What follows belongs to an exercise in optimizing a design on an open flow for small area; a production flow would make more cautious choices. RTL that was checked went through simulation tests only; none was proved equivalent to the original. Power figures rest on the tool's default switching activity, not on a simulated workload.

## Act3_RPCalculator
module Act3_RPCalculator #(parameter N_debouncer = 10) (
        input  logic        clk, resetN,
        input  logic        Enter, Undo, DisplayFormat,
        input  logic [15:0] DataIn,
        output logic [3:0]  Flags,
        output logic [7:0]  CurrentState,
        output logic [6:0]  Segments,
        output logic [4:0]  Anodes
    );
==> module rpn_fsm, before the edit <==
module rpn_fsm (
        input  logic clk, reset, enter_p, undo_p,
        output logic [7:0] st
    );
    localparam logic [2:0] WA = 3'd0, LA = 3'd4, WB = 3'd1, LB = 3'd5,
                           WO = 3'd2, LO = 3'd6, LR = 3'd7, SR = 3'd3;
    logic [2:0] s, n;
    always_comb begin
        n = s;
        case (s)
            WA: if (enter_p) n = LA;
            LA: n = WB;
            WB: if (enter_p) n = LB; else if (undo_p) n = WA;
            LB: n = WO;
            WO: if (enter_p) n = LO; else if (undo_p) n = WB;
            LO: n = LR;
            LR: n = SR;
            default: if (enter_p) n = WA; else if (undo_p) n = WO;
        endcase
    end
    always_ff @(posedge clk) begin
        if (reset) s <= WA;
        else       s <= n;
    end
    assign st = {s == SR, s == LR, s == LO, s == WO, s == LB, s == WB, s == LA, s == WA};
endmodule
==> module rpn_alu, before the edit <==
module rpn_alu (
        input  logic clk, reset, ld_a, ld_b, ld_op, ld_res, show,
        input  logic [15:0] DataIn,
        output logic [3:0] Flags,
        output logic [15:0] R,
        output logic        r_ne_in
    );
    logic [15:0] A, B;
    logic [1:0]  Op;
    always_ff @(posedge clk) begin
        if (ld_a) A  <= DataIn;
        if (ld_b) B  <= DataIn;
        if (ld_op) Op <= DataIn[1:0];
    end
    logic [15:0] bx, g, p;
    logic [16:0] c;
    logic        sub;
    assign sub  = ~Op[1] & Op[0];
    assign bx   = B ^ {16{sub}};
    assign g    = A & bx;
    assign p    = A ^ bx;
    assign c[0] = sub;
    for (genvar i = 0; i < 16; i++) begin : g_add
        assign c[i+1] = g[i] | (p[i] & c[i]);
        assign R[i]   = Op[1] ? (Op[0] ? g[i] : (p[i] | g[i])) : (p[i] ^ c[i]);
    end
    logic cN, cZ, cC, cV;
    assign cN = R[15];
    assign cZ = (R == 16'd0);
    assign cC = ~Op[1] & c[16] & (~Op[0] | (B != 16'd0));
    assign cV = ~Op[1] & (c[16] ^ c[15]);
    always_ff @(posedge clk) begin
        if (reset)       Flags <= 4'd0;
        else if (ld_res) Flags <= {cN, cZ, cC, cV};
    end
    assign r_ne_in = (R != DataIn);
endmodule
==> module rpn_conv, before the edit <==
module rpn_conv (
        input  logic clk, reset, ld_res, show, r_ne_in,
        input  logic [15:0] DataIn, R,
        output logic [15:0] disp,
        output logic [18:0] bcd,
        output logic        bcd_valid
    );
    logic [15:0] prev;
    assign disp = show ? prev : DataIn;
    always_ff @(posedge clk) begin
        if (reset)                prev <= 16'd0;
        else if (ld_res | show)   prev <= R;
        else                      prev <= DataIn;
    end
    logic u1;
    always_ff @(posedge clk) u1 <= ld_res & r_ne_in;
    logic update;
    assign update = show ? u1 : (prev != DataIn);
    logic [5:0] cnt;
    logic       t_wait, t_load;
    logic       cidle;
    assign cidle = (cnt == 6'd0);
    always_ff @(posedge clk) begin
        if (reset) begin
            t_wait <= 1'b0;
            t_load <= 1'b0;
            cnt    <= 6'd0;
        end else begin
            t_wait <= (~t_wait & update) | (t_wait & ~cidle);
            t_load <= t_wait & cidle;
            cnt    <= cnt + {5'd0, (~cidle | t_load)};
        end
    end
    logic [17:0] sh;
    logic        bit_in;
    logic [17:0] sh_a3;
    assign bit_in = cnt[5] & disp[~cnt[4:1]];
    function automatic logic [3:0] add3(input logic [3:0] d);
        add3[3] = d[3] | (d[2] & (d[1] | d[0]));
        add3[2] = (d[2] & ~d[1] & ~d[0]) | (d[3] & d[0]);
        add3[1] = (d[1] & ~d[2]) | (d[1] & d[0]) | (d[3] & ~d[0]);
        add3[0] = (~d[3] & ~d[2] & d[0]) | (d[2] & d[1] & ~d[0]) | (d[3] & ~d[0]);
    endfunction
    assign sh_a3 = {sh[17:16], add3(sh[15:12]), add3(sh[11:8]), add3(sh[7:4]), add3(sh[3:0])};
    always_ff @(posedge clk) begin
        if (cnt[5] & ~cnt[0]) sh <= sh_a3;
        else                  sh <= {sh[16:0], bit_in};
    end
    always_ff @(posedge clk) begin
        if (cnt == 6'd63) bcd <= {sh, disp[0]};
        if (reset)             bcd_valid <= 1'b0;
        else if (cnt == 6'd63) bcd_valid <= 1'b1;
    end
endmodule
==> module Act3_RPCalculator, before the edit <==
module Act3_RPCalculator #(parameter N_debouncer = 10) (
        input  logic        clk, resetN,
        input  logic        Enter, Undo, DisplayFormat,
        input  logic [15:0] DataIn,
        output logic [3:0]  Flags,
        output logic [7:0]  CurrentState,
        output logic [6:0]  Segments,
        output logic [4:0]  Anodes
    );
    logic resetN_aux, resetN_sync, reset;
    always_ff @(posedge clk) begin
        resetN_aux  <= resetN;
        resetN_sync <= resetN_aux;
    end
    assign reset = ~resetN_sync;
    logic enter_p, undo_p, fmt;
    rpn_debounce #(N_debouncer) db_enter (.clk(clk), .rst(reset), .PB(Enter),
        .pressed_pulse(enter_p), .pressed_status());
    rpn_debounce #(N_debouncer) db_undo  (.clk(clk), .rst(reset), .PB(Undo),
        .pressed_pulse(undo_p), .pressed_status());
    rpn_debounce #(N_debouncer) db_fmt   (.clk(clk), .rst(reset), .PB(DisplayFormat),
        .pressed_pulse(), .pressed_status(fmt));
    logic [7:0] st;
    rpn_fsm fsm (.clk(clk), .reset(reset), .enter_p(enter_p), .undo_p(undo_p), .st(st));
    assign CurrentState = st;
    logic [15:0] disp, R;
    logic        r_ne_in;
    rpn_alu alu (.clk(clk), .reset(reset), .ld_a(st[1]), .ld_b(st[3]), .ld_op(st[5]),
        .ld_res(st[6]), .show(st[7]), .DataIn(DataIn), .Flags(Flags), .R(R), .r_ne_in(r_ne_in));
    logic [18:0] bcd;
    logic        bcd_valid;
    rpn_conv conv (.clk(clk), .reset(reset), .ld_res(st[6]), .show(st[7]), .r_ne_in(r_ne_in),
        .DataIn(DataIn), .R(R), .disp(disp), .bcd(bcd), .bcd_valid(bcd_valid));
    rpn_disp dsp (.clk(clk), .reset(reset), .fmt(fmt), .disp(disp), .bcd(bcd), .bcd_valid(bcd_valid),
        .Segments(Segments), .Anodes(Anodes));
endmodule
Settings: LEC_CHECK=0, ABC_AREA=1, CAP_MARGIN=20, CORE_MARGIN=2, CORE_UTILIZATION=60, SLEW_MARGIN=20; clock period 7.0 ns.
standard.sh (not shown) runs the stock make flow with config.mk's settings and CLKGATE_MAP_FILE= SYNTH_SCRIPT=/design/flow/synth_recipe.tcl, a recipe that flattens the netlist after the stock synthesis.
==> flow/flow/run.sh <==
#!/bin/bash
# Own layout flow: the standard flow, with the combinational logic of the
# standard synthesis re-mapped by an area-oriented ABC script (no adder cells),
# and the smallest buffer on the ports. Registers (names, count, cell types)
# are those of the standard synthesis; the flow checks this before using the
# re-mapped netlist and falls back to the standard netlist otherwise.
set -euo pipefail
W=$(pwd)
R=$W/orfs/results/$FLOW_PLATFORM/Act3_RPCalculator/base

# 1. the standard synthesis (the reference for register names)
bash standard.sh synth > $W/std_synth.log 2>&1
cp $R/1_2_yosys.v $W/std_1_2_yosys.v

# 2. the same synthesis script with another ABC script and no adder mapping
rm -rf $W/own_scripts $W/own
cp -r $FLOW_HOME/scripts $W/own_scripts
cp $W/flow/abc_area.script $W/own_scripts/abc_area.script
make -C $FLOW_HOME DESIGN_CONFIG=$W/config.mk WORK_HOME=$W/own CLKGATE_MAP_FILE= \
    SYNTH_SCRIPT=$W/synth_recipe.tcl SCRIPTS_DIR=$W/own_scripts ABC_AREA=1 ADDER_MAP_FILE= \
    synth > $W/own_synth.log 2>&1 || true
OWN=$W/own/results/$FLOW_PLATFORM/Act3_RPCalculator/base/1_2_yosys.v

# 3. use it only if it has exactly the standard synthesis's registers
if [[ -f $OWN ]] && python3 $W/flow/check_regs.py $W/std_1_2_yosys.v $OWN > $W/check_regs.log 2>&1; then
    cp $OWN $R/1_2_yosys.v
    echo "using the re-mapped netlist" >> $W/check_regs.log
else
    echo "using the standard netlist" >> $W/check_regs.log
fi
rm -f $R/1_synth.odb $R/1_synth.sdc

# 4. the rest of the standard flow
# clock tree and port buffer settings
source $W/flow/knobs.sh
bash standard.sh "BUFFER_PORTS_ARGS=-buffer_cell $PORT_BUF" "CTS_ARGS=$CTS" $EXTRA finish > $W/std_layout.log 2>&1
Other scripts of this flow, unchanged in this note and not shown: flow/flow/abc_area.script, flow/flow/check_regs.py, flow/flow/knobs.sh
Change:
--- a/flow/design.v
+++ b/flow/design.v
@@ -38,15 +38,15 @@
     assign pressed_pulse  = is_pressed;
     assign pressed_status = is_stable;
 endmodule
 module rpn_fsm (
         input  logic clk, reset, enter_p, undo_p,
-        output logic [7:0] st
+        output logic [2:0] s
     );
     localparam logic [2:0] WA = 3'd0, LA = 3'd4, WB = 3'd1, LB = 3'd5,
                            WO = 3'd2, LO = 3'd6, LR = 3'd7, SR = 3'd3;
-    logic [2:0] s, n;
+    logic [2:0] n;
     always_comb begin
         n = s;
         case (s)
             WA: if (enter_p) n = LA;
             LA: n = WB;
@@ -60,25 +60,27 @@
     end
     always_ff @(posedge clk) begin
         if (reset) s <= WA;
         else       s <= n;
     end
-    assign st = {s == SR, s == LR, s == LO, s == WO, s == LB, s == WB, s == LA, s == WA};
 endmodule
 module rpn_alu (
-        input  logic clk, reset, ld_a, ld_b, ld_op, ld_res, show,
+        input  logic clk, reset,
+        input  logic [2:0] s,
         input  logic [15:0] DataIn,
         output logic [3:0] Flags,
         output logic [15:0] R,
         output logic        r_ne_in
     );
+    localparam logic [2:0] WA = 3'd0, LA = 3'd4, WB = 3'd1, LB = 3'd5,
+                           WO = 3'd2, LO = 3'd6, LR = 3'd7, SR = 3'd3;
     logic [15:0] A, B;
     logic [1:0]  Op;
     always_ff @(posedge clk) begin
-        if (ld_a) A  <= DataIn;
-        if (ld_b) B  <= DataIn;
-        if (ld_op) Op <= DataIn[1:0];
+        if (s == LA) A  <= DataIn;
+        if (s == LB) B  <= DataIn;
+        if (s == LO) Op <= DataIn[1:0];
     end
     logic [15:0] bx, g, p;
     logic [16:0] c;
     logic        sub;
     assign sub  = ~Op[1] & Op[0];
@@ -95,32 +97,35 @@
     assign cZ = (R == 16'd0);
     assign cC = ~Op[1] & c[16] & (~Op[0] | (B != 16'd0));
     assign cV = ~Op[1] & (c[16] ^ c[15]);
     always_ff @(posedge clk) begin
         if (reset)       Flags <= 4'd0;
-        else if (ld_res) Flags <= {cN, cZ, cC, cV};
+        else if (s == LR) Flags <= {cN, cZ, cC, cV};
     end
     assign r_ne_in = (R != DataIn);
 endmodule
 module rpn_conv (
-        input  logic clk, reset, ld_res, show, r_ne_in,
+        input  logic clk, reset, r_ne_in,
+        input  logic [2:0] s,
         input  logic [15:0] DataIn, R,
         output logic [15:0] disp,
         output logic [18:0] bcd,
         output logic        bcd_valid
     );
+    localparam logic [2:0] WA = 3'd0, LA = 3'd4, WB = 3'd1, LB = 3'd5,
+                           WO = 3'd2, LO = 3'd6, LR = 3'd7, SR = 3'd3;
     logic [15:0] prev;
-    assign disp = show ? prev : DataIn;
+    assign disp = (s == SR) ? prev : DataIn;
     always_ff @(posedge clk) begin
         if (reset)                prev <= 16'd0;
-        else if (ld_res | show)   prev <= R;
+        else if (s == LR || s == SR) prev <= R;
         else                      prev <= DataIn;
     end
     logic u1;
-    always_ff @(posedge clk) u1 <= ld_res & r_ne_in;
+    always_ff @(posedge clk) u1 <= (s == LR) & r_ne_in;
     logic update;
-    assign update = show ? u1 : (prev != DataIn);
+    assign update = (s == SR) ? u1 : (prev != DataIn);
     logic [5:0] cnt;
     logic       t_wait, t_load;
     logic       cidle;
     assign cidle = (cnt == 6'd0);
     always_ff @(posedge clk) begin
@@ -237,19 +242,19 @@
         .pressed_pulse(enter_p), .pressed_status());
     rpn_debounce #(N_debouncer) db_undo  (.clk(clk), .rst(reset), .PB(Undo),
         .pressed_pulse(undo_p), .pressed_status());
     rpn_debounce #(N_debouncer) db_fmt   (.clk(clk), .rst(reset), .PB(DisplayFormat),
         .pressed_pulse(), .pressed_status(fmt));
-    logic [7:0] st;
-    rpn_fsm fsm (.clk(clk), .reset(reset), .enter_p(enter_p), .undo_p(undo_p), .st(st));
-    assign CurrentState = st;
+    logic [2:0] s;
+    rpn_fsm fsm (.clk(clk), .reset(reset), .enter_p(enter_p), .undo_p(undo_p), .s(s));
+    assign CurrentState = {s == 3'd3, s == 3'd7, s == 3'd6, s == 3'd2,
+                           s == 3'd5, s == 3'd1, s == 3'd4, s == 3'd0};
     logic [15:0] disp, R;
     logic        r_ne_in;
-    rpn_alu alu (.clk(clk), .reset(reset), .ld_a(st[1]), .ld_b(st[3]), .ld_op(st[5]),
-        .ld_res(st[6]), .show(st[7]), .DataIn(DataIn), .Flags(Flags), .R(R), .r_ne_in(r_ne_in));
+    rpn_alu alu (.clk(clk), .reset(reset), .s(s), .DataIn(DataIn), .Flags(Flags), .R(R), .r_ne_in(r_ne_in));
     logic [18:0] bcd;
     logic        bcd_valid;
-    rpn_conv conv (.clk(clk), .reset(reset), .ld_res(st[6]), .show(st[7]), .r_ne_in(r_ne_in),
+    rpn_conv conv (.clk(clk), .reset(reset), .s(s), .r_ne_in(r_ne_in),
         .DataIn(DataIn), .R(R), .disp(disp), .bcd(bcd), .bcd_valid(bcd_valid));
     rpn_disp dsp (.clk(clk), .reset(reset), .fmt(fmt), .disp(disp), .bcd(bcd), .bcd_valid(bcd_valid),
         .Segments(Segments), .Anodes(Anodes));
 endmodule
Power falls by 0.59%.
Hold slack is better by 0.0035 ns.
Utilization rises by 0.29 points.
Maximum frequency falls by 3.2%.
Wire length falls by 1.6%.
Clock skew rises by 0.0049 ns.
Synthesized cell count barely changes.
No functional check of the RTL was part of the second run of this note.

## afterwards: timing with drivers on the ports
In the flow no input, the clock included, has a driving cell. The finished layouts below were timed again as built, in two steps. Step 1 (the two cells are an assumption about what drives the block):
set clk [get_ports {clk}]
set_driving_cell -lib_cell sky130_fd_sc_hd__clkbuf_16 $clk
set_driving_cell -lib_cell sky130_fd_sc_hd__buf_2 [delete_from_list [all_inputs] $clk]
Step 2 times the ports against the registers' clock, not the clock port: input delays grow and output delays shrink by t, the midpoint of the rising clock arrivals with the driver on. Three values: no drivers, after step 1, after step 2; two values: the first two.
| run | shift t [ns] | setup slack, ns | latest minus earliest clock arrival (ns) | worst register clock-pin slew, ns | worst data-port slew with drivers (ns) |
|---|---|---|---|---|---|
| the first run | 0.448 | 0.831 / 0.795 / 0.929 | 0.040 / 0.039 | 0.11 / 0.11 | 0.03 |
| the second run | 0.428 | 0.629 / 0.595 / 0.985 | 0.038 / 0.037 | 0.11 / 0.11 | 0.04 |
After both steps every run listed still meets setup and hold.
